This design comes from an exercise in tuning for small area on the open sky130 flow, not from production work. The RTL was checked by simulation tests, not by an equivalence proof against the original design. Power figures rest on the tool's default switching activity, not on a simulated workload.

==> flow/design.v <==
`timescale 1ns / 1ps
module gemm(A,B,C,D,Cout,clk);
    input [31:0] A;
    input [31:0] B;
    input [31:0] C;
    input [31:0] D;  
    output [31:0] Cout;
    localparam integer alpha = 2;
    localparam integer beta = 1;
    input clk;
    reg [31:0] Cout;
    reg [7:0] A1 [0:1][0:1];
    reg [7:0] B1 [0:1][0:1];
    reg [7:0] C1 [0:1][0:1];
    reg [7:0] D1 [0:1][0:1];
    reg [7:0] Cout1 [0:1][0:1]; 
    integer i,j,k;
    integer m,n,o;
    always@ (posedge clk)
    begin
        {A1[0][0],A1[0][1],A1[1][0],A1[1][1]} = A;
        {B1[0][0],B1[0][1],B1[1][0],B1[1][1]} = B;
        {C1[0][0],C1[0][1],C1[1][0],C1[1][1]} = C;
        {D1[0][0],D1[0][1],D1[1][0],D1[1][1]} = D;
        i = 0;
        j = 0;
        k = 0;
        {Cout1[0][0],Cout1[0][1],Cout1[1][0],Cout1[1][1]} = 32'd0;  
        for(i=0;i < 2;i=i+1)
               for(j=0;j < 2;j=j+1)
                       for(k=0;k < 2;k=k+1)
                           Cout1[i][j] = Cout1[i][j] + ((A1[i][k] * B1[k][j] * alpha)+ (C1[i][k] * D1[k][j] * beta));      
        Cout = {Cout1[0][0],Cout1[0][1],Cout1[1][0],Cout1[1][1]};            
    end 
endmodule
==> flow/run.sh <==
#!/bin/bash
# synth_recipe.tcl (not shown) runs the flow's synth.tcl, then flattens the netlist and writes it again
# the make line also repeats each setting of config.mk as NAME=value (left out here)
make -C /OpenROAD-flow-scripts/flow DESIGN_CONFIG=/design/flow/config.mk WORK_HOME=/design/flow/orfs CLKGATE_MAP_FILE= SYNTH_SCRIPT=/design/flow/synth_recipe.tcl finish
==> flow/config.mk <==
export PLATFORM = sky130hd
export DESIGN_NAME = gemm
export DESIGN_NICKNAME = gemm
export VERILOG_FILES = /design/flow/design.v
export SDC_FILE = /design/flow/constraint.sdc
export NUM_CORES = 4
export LEC_CHECK = 0
export CAP_MARGIN = 20
export CORE_MARGIN = 2
export CORE_UTILIZATION = 40
export SLEW_MARGIN = 20
==> flow/constraint.sdc <==
create_clock -name core_clock -period 10.0 [get_ports {clk}]
set_input_delay 2.0000 -clock core_clock [delete_from_list [all_inputs] [get_ports {clk}]]
set_output_delay 2.0000 -clock core_clock [all_outputs]
set_load 0.01 [all_outputs]
==> results.txt <==
-- routing by layer --
metal  global-route usage [%]  up-vias  part of all wire [%]  routed length, um
met5                        0        -                     0                  0
met4                    4.919        0                   1.8                782
met3                    4.059       44                   7.0               2995
met2                    34.99      342                    42              17740
met1                    35.02     5256                    49              21070
li1                         -     5057                     -                  -
-- cells in the final DEF (no fill, tap or decap), types with 28 or more instances in the layout --
cell,synthesis,layout
clkdlybuf4s50_1,0,152
inv_1,209,209
and2_1,317,317
ha_1,248,248
xor2_1,56,56
nand2_1,188,188
xnor2_1,178,178
dfxtp_1,32,32
a21oi_1,28,28
fa_1,220,220
-- layout make-up --
cell class / instances / area, um^2
fill: 3509 / 18970
multi-input combinational: 1288 / 12950
timing repair buffer: 172 / 1672
inverter: 209 / 784.5
sequential: 32 / 640.6
tap: 461 / 576.8
clock buffer: 7 / 152.6
antenna: 1 / 2.502
-- through the flow --
stage	cells	util, %	hold slack, ns
detailed placement	2162	46.50	2.737
CTS	2169	46.93	2.711
finish	2170	46.94	2.709
global placement	2162	46.50	2.736
global route	2169	46.93	2.737
floorplan	1580	-	2.233
-- Yosys cell counts --
library cell	number
and2_1	317
ha_1	248
fa_1	220
inv_1	209
nand2_1	188
xnor2_1	178
xor2_1	56
clkbuf_1	42
dfxtp_1	32
a21oi_1	28
a21o_1	20
xnor3_1	12
nor2_1	8
buf_2	5
and2_2	4
o21bai_1	4
nand2_2	3
buf_6	2
xnor2_2	2
buf_4	1
clkbuf_2	1
-- power breakdown --
group	internal, W	total [W]	switching [W]
Sequential	0.000250	0.000266	0.0000158
Clock	0.000105	0.000188	0.0000829
Combinational	0.00241	0.00455	0.00213
Total	0.00277	0.00500	0.00223
-- worst paths after layout --
check,cells past startpoint,startpoint,to,slack (ns)
max,23,B[2],Cout[23],0.81
min,4,C[24],Cout[16],2.71
-- logic make-up (layout without fill, tap and decap cells) --
| family | Yosys count | count (layout) | share of synthesized area [%] |
|---|---|---|---|
| flip-flops | 32 | 32 | 4.391 |
| AO/OA/AOI/OAI | 52 | 52 | 2.195 |
| AND/OR/NAND/NOR | 520 | 520 | 18.97 |
| buffers and inverters | 260 | 388 | 6.869 |
| XOR/XNOR | 248 | 248 | 16.12 |
| adder cells (fa/ha/maj) | 468 | 468 | 51.45 |
| other | 0 | 1 | 0 |
-- worst max-delay path: stages --
cell and delay [ns]:
clkdlybuf4s50_1 0.76, nand2_1 0.15, fa_1 0.53, inv_1 0.04, ha_1 0.26, inv_1 0.05
fa_1 0.51, fa_1 0.55, inv_1 0.04, ha_1 0.31, xor2_1 0.18, fa_1 0.48
inv_1 0.05, fa_1 0.47, fa_1 0.53, inv_1 0.05, fa_1 0.47, fa_1 0.54
inv_1 0.04, ha_1 0.34, a21oi_1 0.34, xnor3_1 0.49, xnor3_1 0.20
==> qor.txt <==
Status -> no timing/DRC/antenna violations
Max-slew violation count -> 0
Die Y -> 195.0 um
Setup TNS -> 0 ns
Final WL -> 42590 um
Antenna Nets Post-Route -> 0
Tot GR Track Use -> 23.33%
Routed vias/inst -> 4.930
Max FO, Critical Path -> 10
Die Area -> 38020 um^2
Initial Util -> 40.82%
WL/cell -> 19.63 um
Synth top area cells -> fa_1 (30%), ha_1 (21%), and2_1 (14%), xnor2_1 (11%), inv_1 (5.4%)
Worst-Margin Slew -> 0.8134 ns
Rows -> 69
Vias -> 10699
DRC -> 0
Reg clk slew, reported paths -> 0.09 ns
Final setup viols -> 0
Final HPWL DP -> 35700 um
Drt pass-1 iters -> 5
Post-CTS repair timing setup buffer count -> 0
Worst Path Required -> 10.20 ns
PortBufs -> 152
Setup Slack @ Placement -> 0.4413 ns
Core ar. -> 35740 um^2
Max transition margin -> 45.60%
Num Clock Sinks -> 32
Seq cells post-synth -> 32
Finished Cell Area -> 16780 um^2
Initial DRC count -> 598
Total grt overflow -> 0
CTS tree -> built
Number of global-route vias before repair -> 11403
Placed cell areas -> 16620 um^2
Post-CTS resize count -> 0
RSZ-0062 raised after global routing -> false
Worst setup margin -> 0.8104 ns
Total number of H-tree levels -> 2
Max IR drop VDD -> 0.2099 mV
Worst min-delay path category -> primary input to flop
Tmin final -> 9.190 ns
Leading area contributor after synthesis -> fa_1
Initial antenna violation count -> 2
Area grow syn2layout -> 14.98%
Period utilization -> 91.90%
Arrival time worst endpoint -> 9.39 ns
WS Path Type -> primary input to flop
Share of the synthesized area in the top cell type -> 30.19%
CTS max path bufs -> 2
Global-route wire length before repair -> 67140 um
Max-cap violations -> 0
FMAX -> 0.1088 GHz
Max FFs per register -> 32
Pin count of the biggest net entering global routing -> 17
Die W -> 195.0 um
Total power -> 0.005000 W
Sequential fraction of the synthesis area -> 4.391%
Hold-fix buffers at CTS -> 0
Synthesis warning total -> 6
Layout cells sized above 1 -> 2.108%
Pwr per Cell Area -> 298.1 nW/um^2
Final hold violations -> 0
Top Ports -> 161
Post-Syn Nets -> 2177
Critical Path End Type -> flop
Synthesized instance count -> 1580
Cell area after synthesis -> 14590 um^2
Root Driver -> clkbuf_16
Synth cell types -> 21
Syn avg cell area -> 9.234 um^2
Leak Pwr -> 8.134 nW
Gpl congestion -> 0.8681
Setup crit start kind -> primary input
Num CTS Buffers -> 5
Final #Nets -> 2305

## what the ideal ports hide
No port has a modelled driver above. Below, the same layout with a new extraction and two added sets of constraints. Step 1: set_driving_cell puts a clkbuf_16 on clk and a buf_2 on each other input, an assumption about the parent block. Step 2 adds t to the input delays and takes it off the output delays; t is the mean of the earliest and latest rising clock arrival at the registers after step 1. Input paths then give back, and output paths get back, about the clock's delay inside the block. Slacks: ideal ports / drivers / drivers and shift; pairs: ideal ports / drivers.
t, ns: 0.357
setup WS [ns]: 0.810 / 0.814 / 0.457
worst hold slack (ns): 2.709 / 2.684 / 2.737
pins driven straight from the clock port: 1
After both steps this run still meets setup and hold. The setup slack of this run moves by +0.004 ns with the drivers and by -0.353 ns with both steps.
